This is an optimization exercise on Yosys and OpenROAD, whose aim is small area, not a production implementation.
Where RTL was checked, it was by simulation tests only, not by an equivalence proof against the original.
Power and IR drop assume default switching activity.

Setup of rev 12:
## MBF
module MBF(CLK, RESET, IN_VALID, IN_DATA, X_DATA, Y_DATA, OUT_VALID);
  input CLK;
  input RESET;
  input IN_VALID;
  input [12:0] IN_DATA;
  output [12:0] X_DATA;
  output [12:0] Y_DATA;
  output OUT_VALID;
  reg [12:0] r0;
  reg [12:0] r1;
  reg [12:0] r2;
  reg [12:0] r3;
  reg [12:0] r4;
  reg [12:0] r5;
  reg [12:0] r6;
  reg [12:0] r7;
  reg [12:0] r8;
  reg [12:0] r9;
  reg [12:0] r10;
  reg [12:0] r11;
  reg [12:0] r12;
  reg [12:0] r13;
  reg [12:0] r14;
  wire [11:0] sy, sx;
  wire rst_n = ~RESET;
  wire en = IN_VALID & rst_n;
  wire [12:0] r0_d;   
  wire [12:0] r1_d;
  wire [12:0] r2_d;   
  wire [12:0] r3_d;
  wire [12:0] r4_d;   
  wire [12:0] r5_d;
  wire [12:0] r6_d;   
  wire [12:0] r7_d;
  wire [12:0] r8_d;   
  wire [12:0] r9_d;
  wire [12:0] r10_d;   
  wire [12:0] r11_d;
  wire [12:0] r12_d;   
  wire [12:0] r13_d;   
  wire [12:0] r14_d;   
  MBF_nand2 ur0_0 (.a(IN_DATA[0]), .b(en), .y(r0_d[0]));
  MBF_nand2 ur0_1 (.a(IN_DATA[1]), .b(en), .y(r0_d[1]));
  MBF_nand2 ur0_2 (.a(IN_DATA[2]), .b(en), .y(r0_d[2]));
  MBF_nand2 ur0_3 (.a(IN_DATA[3]), .b(en), .y(r0_d[3]));
  MBF_nand2 ur0_4 (.a(IN_DATA[4]), .b(en), .y(r0_d[4]));
  MBF_nand2 ur0_5 (.a(IN_DATA[5]), .b(en), .y(r0_d[5]));
  MBF_nand2 ur0_6 (.a(IN_DATA[6]), .b(en), .y(r0_d[6]));
  MBF_nand2 ur0_7 (.a(IN_DATA[7]), .b(en), .y(r0_d[7]));
  MBF_nand2 ur0_8 (.a(IN_DATA[8]), .b(en), .y(r0_d[8]));
  MBF_nand2 ur0_9 (.a(IN_DATA[9]), .b(en), .y(r0_d[9]));
  MBF_nand2 ur0_10 (.a(IN_DATA[10]), .b(en), .y(r0_d[10]));
  MBF_nand2 ur0_11 (.a(IN_DATA[11]), .b(en), .y(r0_d[11]));
  MBF_nand2 ur0_12 (.a(IN_DATA[12]), .b(en), .y(r0_d[12]));
  MBF_nor2 ur1_0 (.a(r0[0]), .b(RESET), .y(r1_d[0]));
  MBF_nor2 ur1_1 (.a(r0[1]), .b(RESET), .y(r1_d[1]));
  MBF_nor2 ur1_2 (.a(r0[2]), .b(RESET), .y(r1_d[2]));
  MBF_nor2 ur1_3 (.a(r0[3]), .b(RESET), .y(r1_d[3]));
  MBF_nor2 ur1_4 (.a(r0[4]), .b(RESET), .y(r1_d[4]));
  MBF_nor2 ur1_5 (.a(r0[5]), .b(RESET), .y(r1_d[5]));
  MBF_nor2 ur1_6 (.a(r0[6]), .b(RESET), .y(r1_d[6]));
  MBF_nor2 ur1_7 (.a(r0[7]), .b(RESET), .y(r1_d[7]));
  MBF_nor2 ur1_8 (.a(r0[8]), .b(RESET), .y(r1_d[8]));
  MBF_nor2 ur1_9 (.a(r0[9]), .b(RESET), .y(r1_d[9]));
  MBF_nor2 ur1_10 (.a(r0[10]), .b(RESET), .y(r1_d[10]));
  MBF_nor2 ur1_11 (.a(r0[11]), .b(RESET), .y(r1_d[11]));
  MBF_nor2 ur1_12 (.a(r0[12]), .b(RESET), .y(r1_d[12]));
  MBF_nand2 ur2_0 (.a(r1[0]), .b(rst_n), .y(r2_d[0]));
  ...
For scale: ~1,100 cells after synthesis, ~230 flip-flops, roughly 43 I/O pins, roughly 15,000 um2 of cells after synthesis.
export LEC_CHECK = 0
export CAP_MARGIN = 20
export CORE_MARGIN = 2
export CORE_UTILIZATION = 50
export CTS_BUF_LIST = sky130_fd_sc_hd__clkbuf_8
export CTS_CLUSTER_DIAMETER = 50
export CTS_CLUSTER_SIZE = 20
export GPL_TIMING_DRIVEN = 0
export SLEW_MARGIN = 20
export SYNTH_HIERARCHICAL = 1
create_clock -name core_clock -period 7.0 [get_ports {CLK}]
standard.sh (not shown) runs the stock make flow with config.mk's settings and CLKGATE_MAP_FILE= SYNTH_SCRIPT=/design/flow/synth_recipe.tcl, a recipe that flattens the netlist after the stock synthesis.
==> flow/flow/run.sh <==
#!/bin/bash
# The standard layout, with the port buffers that global placement inserts made from the
# smallest buffer cell, and clock tree synthesis without dummy loads. The make output goes to
# flow_make.log; ORFS keeps each step's own log under orfs/logs/.
set -euo pipefail
export BUFFER_PORTS_ARGS="-buffer_cell sky130_fd_sc_hd__buf_1"
export CTS_ARGS="-sink_clustering_enable -repair_clock_nets -dont_use_dummy_load -buf_list sky130_fd_sc_hd__clkbuf_8 -sink_clustering_size 20 -sink_clustering_max_diameter 50"
bash standard.sh finish > flow_make.log 2>&1
In summary, rev 12 completed successfully, with a layout that passed the timing, design-rule and antenna checks.
Inputs modified between rev 12 and rev 13:
- GPL_TIMING_DRIVEN removed (was 0)
==> flow/flow/run.sh <==
#!/bin/bash
# The standard layout, with the port buffers that global placement inserts made from the
# smallest buffer cell, resizer changes from timing-driven placement not kept, and clock
# tree synthesis without dummy loads. The make output goes to
# flow_make.log; ORFS keeps each step's own log under orfs/logs/.
set -euo pipefail
export BUFFER_PORTS_ARGS="-buffer_cell sky130_fd_sc_hd__buf_1"
export GPL_KEEP_OVERFLOW=0
export CTS_ARGS="-sink_clustering_enable -repair_clock_nets -dont_use_dummy_load -buf_list sky130_fd_sc_hd__clkbuf_8 -sink_clustering_size 28 -sink_clustering_max_diameter 60"
bash standard.sh finish > flow_make.log 2>&1
Part of the cycle the worst path needs in rev 13 is 0.35 points below rev 12. As far as share of flip-flops with an asynchronous set or reset goes, rev 12 and rev 13 are indistinguishable; the numbers are identical. Clock tree buffer count of the final layout: rev 13 vs rev 12 down 2. met3 track demand over resource was higher in rev 13 than in rev 12. Comparing rev 12 and rev 13, aggregate routed wire length is lower on rev 12. Rev 13: number of signal-net buffers in the layout 27 below rev 12.

== cedar ==
Starting RTL as in the previous note.
## MBF
module MBF(CLK, RESET, IN_VALID, IN_DATA, X_DATA, Y_DATA, OUT_VALID);
clock: 7.0 ns
lec_check: 0
cap_margin: 20
core_margin: 2
core_utilization: 50
cts_buf_list: sky130_fd_sc_hd__clkbuf_8
cts_cluster_diameter: 50
cts_cluster_size: 20
slew_margin: 20
synth_hierarchical: 1
==> flow/flow/run.sh <==
#!/bin/bash
# The standard layout, with the port buffers that global placement inserts made from the
# smallest buffer cell, and clock tree synthesis without dummy loads. The make output goes to
# flow_make.log; ORFS keeps each step's own log under orfs/logs/.
set -euo pipefail
export BUFFER_PORTS_ARGS="-buffer_cell sky130_fd_sc_hd__buf_1"
export CTS_ARGS="-sink_clustering_enable -repair_clock_nets -dont_use_dummy_load -buf_list sky130_fd_sc_hd__clkbuf_8 -sink_clustering_size 28 -sink_clustering_max_diameter 60"
bash standard.sh finish > flow_make.log 2>&1
cedar ran to completion and came out clean on the timing, design-rule and antenna checks.
The following lists how violet was set up differently from cedar:
==> flow/flow/run.sh <==
#!/bin/bash
# The standard layout, with the port buffers that global placement inserts made from the
# smallest buffer cell, resizer changes from timing-driven placement not kept, and clock
# tree synthesis without dummy loads. The make output goes to
# flow_make.log; ORFS keeps each step's own log under orfs/logs/.
set -euo pipefail
export BUFFER_PORTS_ARGS="-buffer_cell sky130_fd_sc_hd__buf_1"
export GPL_KEEP_OVERFLOW=0
export CTS_ARGS="-sink_clustering_enable -repair_clock_nets -dont_use_dummy_load -buf_list sky130_fd_sc_hd__clkbuf_8 -sink_clustering_size 24 -sink_clustering_max_diameter 60"
bash standard.sh finish > flow_make.log 2>&1
Results
violet: weighted congestion reported at the end of routability-driven placement is 2.0% higher than what cedar reported. Area growth from synthesis to layout (higher): cedar. Cmp violet vs cedar: clock network power higher in violet.
What onyx does differently from violet at the input level:
==> flow/flow/run.sh <==
#!/bin/bash
# The standard layout, with the port buffers that global placement inserts made from the
# smallest buffer cell. The make output goes to flow_make.log; ORFS keeps each step's own
# log under orfs/logs/.
set -euo pipefail
export BUFFER_PORTS_ARGS="-buffer_cell sky130_fd_sc_hd__buf_1"
bash standard.sh finish > flow_make.log 2>&1
==> comparison <==
Comparing core utilization for violet and onyx, the bigger number came from onyx. Critical path startpoint: r7[6] -> onyx, r11[8] -> violet. Comparing onyx with violet, the area of the multi-input gates came out essentially unchanged. onyx vs violet — largest vdd supply drop rose about 3%. Re area fraction in and, or, nand and nor cells after synthesis: no difference whatsoever between onyx and violet. The register-to-register slack on violet is in line with that on onyx. Relative to violet, the proportion of cell area occupied by multi-input gates of onyx is lower by 1.9 points. On via count, violet beats onyx. onyx vs. violet: largest net degree at the start of global routing now sits lower, detailed-route wire length moved up.
Relative to onyx, the following input files were edited for pepper:
==> flow/flow/run.sh <==
#!/bin/bash
# The standard layout, with the port buffers that global placement inserts made from the
# smallest buffer cell, and clock tree synthesis without dummy loads. The make output goes to
# flow_make.log; ORFS keeps each step's own log under orfs/logs/.
set -euo pipefail
export BUFFER_PORTS_ARGS="-buffer_cell sky130_fd_sc_hd__buf_1"
export CTS_ARGS="-sink_clustering_enable -repair_clock_nets -dont_use_dummy_load -buf_list sky130_fd_sc_hd__clkbuf_16 -sink_clustering_size 30 -sink_clustering_max_diameter 60"
bash standard.sh finish > flow_make.log 2>&1
## What came out
- Compared with onyx, pepper shows a lower layout cell share with drive strength beyond 1.
- pepper vs onyx, aggregate global-route resource usage went down by 0.16 points.
- In pepper, the power drawn by the clock network came out about 10% below the value in onyx.

== red ==
MBF, a different RTL version from the one above (not shown whole).
Size: about 1,200 cells after synthesis, about 15,000 um2 of cells after synthesis.
==> flow/config.mk <==
export PLATFORM = sky130hd
export DESIGN_NAME = MBF
export DESIGN_NICKNAME = MBF
export VERILOG_FILES = /design/flow/design.v
export SDC_FILE = /design/flow/constraint.sdc
export NUM_CORES = 4
export LEC_CHECK = 0
export CAP_MARGIN = 20
export CORE_MARGIN = 2
export CORE_UTILIZATION = 50
export CTS_BUF_LIST = sky130_fd_sc_hd__clkbuf_8
export CTS_CLUSTER_DIAMETER = 50
export CTS_CLUSTER_SIZE = 20
export SLEW_MARGIN = 20
export SYNTH_HIERARCHICAL = 1
==> flow/constraint.sdc <==
create_clock -name core_clock -period 7.0 [get_ports {CLK}]
set_input_delay 1.4000 -clock core_clock [delete_from_list [all_inputs] [get_ports {CLK}]]
set_output_delay 1.4000 -clock core_clock [all_outputs]
set_load 0.01 [all_outputs]
==> flow/flow/run.sh <==
#!/bin/bash
# The standard layout, with the port buffers that global placement inserts made from the
# smallest buffer cell, and clock tree synthesis without dummy loads. The make output goes to
# flow_make.log; ORFS keeps each step's own log under orfs/logs/.
set -euo pipefail
export BUFFER_PORTS_ARGS="-buffer_cell sky130_fd_sc_hd__buf_1"
export CTS_ARGS="-sink_clustering_enable -repair_clock_nets -dont_use_dummy_load -buf_list sky130_fd_sc_hd__clkbuf_8 -sink_clustering_size 28 -sink_clustering_max_diameter 60"
bash standard.sh finish > flow_make.log 2>&1
red finished every stage and its layout cleared the timing, design-rule and antenna checks.
--- input diff red..blue ---
==> flow/flow/run.sh <==
#!/bin/bash
# The standard layout, with the port buffers that global placement inserts made from the
# smallest buffer cell, resizer changes from timing-driven placement not kept, and clock
# tree synthesis without dummy loads. The make output goes to
# flow_make.log; ORFS keeps each step's own log under orfs/logs/.
set -euo pipefail
export BUFFER_PORTS_ARGS="-buffer_cell sky130_fd_sc_hd__buf_1"
export GPL_KEEP_OVERFLOW=0
export CTS_ARGS="-sink_clustering_enable -repair_clock_nets -dont_use_dummy_load -buf_list sky130_fd_sc_hd__clkbuf_8 -sink_clustering_size 28 -sink_clustering_max_diameter 60"
bash standard.sh finish > flow_make.log 2>&1
The via count reported for blue is lower than the one for red.
Going from red to blue, non-clock buffer total of the final layout down 6; clock latency of the later-clocked register in the worst-skew pair flat.
Of the two values seen for slowest cell on the critical path, sky130_fd_sc_hd__fa_1 was produced by red and sky130_fd_sc_hd__dfxtp_1 by blue.
No functional check of the RTL was part of any run of this note.

## re-timing with driven ports
In the flow no input, the clock included, has a driving cell. The finished layouts below were timed again as built, in two steps.
Step 1 sets driving cells, clkbuf_16 on the clock port and buf_2 on the other inputs (assumed; they add their load-dependent delay and slew).
Step 2 adds t to the input delays and takes it off the output delays; t is the mean of the earliest and latest rising clock arrival at the registers after step 1. Input paths then give back, and output paths get back, about the clock's delay inside the block.
Three values: ideal, step 1, step 2; two values: the first two.
| run | t, ns | setup slack, ns | worst slew at a driven data input, ns | cell pins on the clock port's net |
|---|---|---|---|---|
| rev 12 | 0.598 | 0.186 / 0.186 / 0.186 | 0.03 | 1 |
| rev 13 | 0.607 | 0.211 / 0.211 / 0.211 | 0.03 | 1 |
| cedar | 0.574 | 0.237 / 0.237 / 0.237 | 0.03 | 1 |
| violet | 0.607 | 0.211 / 0.211 / 0.211 | 0.03 | 1 |
| onyx | 0.633 | 0.208 / 0.208 / 0.208 | 0.03 | 1 |
| pepper | 0.545 | 0.219 / 0.219 / 0.219 | 0.03 | 1 |
| red | 0.591 | 0.320 / 0.320 / 0.320 | 0.03 | 1 |
| blue | 0.599 | 0.285 / 0.285 / 0.285 | 0.03 | 1 |
After both steps every run listed still meets setup and hold.
